What follows belongs to an exercise in optimizing a design on an open flow for small area, a short achievable clock period and few clock cycles per item; a production flow would make more cautious choices. At most, simulation tests tie the RTL to the original design; equivalence was not proved.

## kitten_fabric_tile
module kitten_fabric_tile #(
    parameter N_PRE       = 4096,
    parameter N_POST      = 4096,
    parameter ADDRW_PRE   = 13,
    parameter ADDRW_CSR   = 18,
    parameter ADDRW_POST  = 12,
    parameter PACK_WIDTH  = 8,
    parameter BRAM_DELAY  = 1
) (
    input  wire                  clk,
    input  wire                  rst,
    input  wire                  i_step_start,
    input  wire                  i_proj_done,
    output wire                  o_step_done,
    input  wire                  i_pre_spike_valid,
    input  wire [15:0]           i_pre_spike_idx,
    input  wire                  i_pre_spike,
    output wire                  o_pre_spike_ready,
    output wire                  o_post_spike_valid,
    output wire [PACK_WIDTH-1:0] o_post_spike_data,
    input  wire                  i_post_spike_ready,
    output wire [ADDRW_PRE-1:0]  o_indptr_addr,
    input  wire [31:0]           i_indptr_data,
    output wire [ADDRW_CSR-1:0]  o_indices_addr,
    input  wire [31:0]           i_indices_data,
    output wire [ADDRW_CSR-1:0]  o_values_addr,
    input  wire [15:0]           i_values_q_data,
    input  wire [15:0]           i_scale_q,
    output wire [ADDRW_POST-1:0] o_I_addr,
    output wire                  o_I_we,
    output wire [31:0]           o_I_din,
    input  wire [31:0]           i_I_dout,
    output wire [ADDRW_POST-1:0] o_v_addr,
    output wire                  o_v_we,
    output wire [31:0]           o_v_din,
    input  wire [31:0]           i_v_dout,
    input  wire [15:0]           i_alpha,
    input  wire [15:0]           i_v_th
);
clock: 14.0 ns
lec_check: 0
cap_margin: 40
core_margin: 2
core_utilization: 55
slew_margin: 60
standard.sh (not shown) runs the stock make flow with config.mk's settings and CLKGATE_MAP_FILE= SYNTH_SCRIPT=/design/flow/synth_recipe.tcl, a recipe that flattens the netlist after the stock synthesis.
==> flow/flow/run.sh <==
#!/bin/bash
# Standard layout with plain buffers on the ports; timing repair aims
# SETUP_MARGIN ns beyond the clock period.
set -o pipefail
export BUFFER_PORTS_ARGS="-buffer_cell sky130_fd_sc_hd__buf_1"
bash standard.sh SETUP_SLACK_MARGIN=9.5 finish 2>&1 | tee standard_flow.log
==> next run, changes <==
--- a/flow/config.mk
+++ b/flow/config.mk
@@ -8,4 +8,4 @@
 export CAP_MARGIN = 40
 export CORE_MARGIN = 2
-export CORE_UTILIZATION = 55
+export CORE_UTILIZATION = 40
 export SLEW_MARGIN = 60
Result: Sequential cell count stays the same; global-route usage drops by 8.0 points; fmax came out higher by about 0.8%; worst hold slack gets worse by 11 ps; final area goes up by 1.7%; via count stays flat; critical path depth went down by 3; first-iteration DRC count falls by 5.0%; die area grows by 37%.
No run of this note included a check of the RTL's function; only the layout flow was run.

---

## build 60
Another version of the RTL of kitten_fabric_tile (not shown whole).
For scale: ~370 I/O pins.
clock: 14.0 ns
lec_check: 0
cap_margin: 40
core_margin: 2
core_utilization: 55
slew_margin: 60
Scripts as last shown in full above: flow/flow/run.sh
Testbench counts of build 60, summed over its fixed seeds: cycles 332,068, steps 24.
Changes in trial 31 relative to build 60:
Settings: an added CTS_BUF_LIST of sky130_fd_sc_hd__clkbuf_4.
## What came out
Side by side, peak per-stage delay on the critical path turned out lower in trial 31 than in build 60.
Comparing build 60 against trial 31, there is no change at all in number of cells on the worst hold path.
Per the comparison of trial 31 with build 60, antenna diode count climbed 6, combined flip-flop and latch cell area was more or less identical.
In the flow results for build 60 and trial 31, the via count is larger on trial 31.
Against build 60, number of non-clock buffers in the layout in trial 31 fell slightly.
In terms of sequential share of layout area, trial 31 and build 60 differ only marginally.

---

run 1:
kitten_fabric_tile, a different RTL version from the one above (not shown whole).
For scale: about 2500 cells after synthesis, ~370 I/O pins, about 24000 um^2 of cells after synthesis.
export LEC_CHECK = 0
export CAP_MARGIN = 40
export CORE_MARGIN = 2
export CORE_UTILIZATION = 40
export SLEW_MARGIN = 60
create_clock -name core_clock -period 14.0 [get_ports {clk}]
==> flow/flow/run.sh <==
#!/bin/bash
# Standard layout, with plain buffers on the ports.
set -o pipefail
cp standard.sh standard_copy.log
export BUFFER_PORTS_ARGS="-buffer_cell sky130_fd_sc_hd__buf_1"
bash standard.sh 2>&1 | tee standard_flow.log
In summary, run 1 completed successfully, with a layout that passed the timing, DRC and antenna checks.
Testbench counts of run 1, summed over its fixed seeds: cycles 330,670, steps 24.
The following lists how run 2 was set up differently from run 1:
Settings: changing SLEW_MARGIN from 60 to 20; changing CAP_MARGIN from 40 to 20.
==> flow/run.sh (new file) <==
#!/bin/bash
# synth_recipe.tcl (not shown) runs the flow's synth.tcl, then flattens the netlist and writes it again
# the make line also repeats each setting of config.mk as NAME=value (left out here)
make -C /OpenROAD-flow-scripts/flow DESIGN_CONFIG=/design/flow/config.mk WORK_HOME=/design/flow/orfs CLKGATE_MAP_FILE= SYNTH_SCRIPT=/design/flow/synth_recipe.tcl finish
removed: flow/flow/run.sh
removed: flow/standard.sh
## What came out
Wire length of the first global-routing pass (lower): run 1. Comparing run 2 and run 1, the higher cell area was measured on run 2. Compared to run 1, run 2 shows a narrower setup margin. Combined flip-flop and latch cell area down about 0.33% in run 2 wrt run 1.
### run 2 -> run 3
Settings: a change of CAP_MARGIN from 20 to 40; a change of SLEW_MARGIN from 20 to 60.
==> flow/flow/run.sh (new file) <==
#!/bin/bash
# Standard layout, with plain buffers on the ports.
set -o pipefail
cp standard.sh standard_copy.log
export BUFFER_PORTS_ARGS="-buffer_cell sky130_fd_sc_hd__buf_2"
bash standard.sh 2>&1 | tee standard_flow.log
==> flow/standard.sh (new file) <==
#!/bin/bash
# synth_recipe.tcl (not shown) runs the flow's synth.tcl, then flattens the netlist and writes it again
# the make line also repeats each setting of config.mk as NAME=value (left out here)
make -C /OpenROAD-flow-scripts/flow DESIGN_CONFIG=/design/flow/config.mk WORK_HOME=/design/flow/orfs CLKGATE_MAP_FILE= SYNTH_SCRIPT=/design/flow/synth_recipe.tcl "${@:-finish}"
removed: flow/run.sh
Results
In the metrics for run 2 and run 3, the one carrying the higher buffer count excluding the clock tree in the final layout is run 3.
The lower clock-buffer cell count of run 2 and run 3 is in run 2.
Final cell count without fillers, run 2 and run 3: smaller value in run 2
Delta(met3 demand-to-capacity share in global routing, run 3 - run 2) < 0
Required time at the endpoint of the critical path: run 2 and run 3 compared, lower one is run 2

-- port drivers added, routing unchanged --
Ports are ideal in the flow. The routed layouts listed here were re-timed in OpenROAD. Step 1: set_driving_cell puts a clkbuf_16 on clk and a buf_2 on each other input, an assumption about the parent block. Step 2 moves the port delays by t, midway between the first and last clock arrival at a register: inputs arrive t later, outputs are due t later. That takes back most of the time a late clock gives input paths. a / b / c = ideal / step 1 / step 2; a / b = the first two.
run | t (ns) | setup WS [ns] | worst setup path after step 2
the first run of note 1 | 0.613 | 9.462 / 9.462 / 9.109 | input to register
the second run of note 1 | 0.632 | 9.499 / 9.499 / 9.045 | input to register
build 60 | 0.621 | 9.564 / 9.503 / 9.565 | register to register
trial 31 | 0.887 | 9.394 / 9.339 / 9.529 | register to register
run 1 | 0.609 | 8.493 / 8.493 / 8.493 | register to register
run 2 | 0.613 | 8.228 / 8.228 / 8.228 | register to register
run 3 | 0.609 | 8.552 / 8.552 / 8.552 | register to register
After both steps setup and hold are still met in every run listed. For the second run of note 1, which loses most, drivers alone change the setup slack by 0.000 ns; drivers and shift together by -0.454 ns.
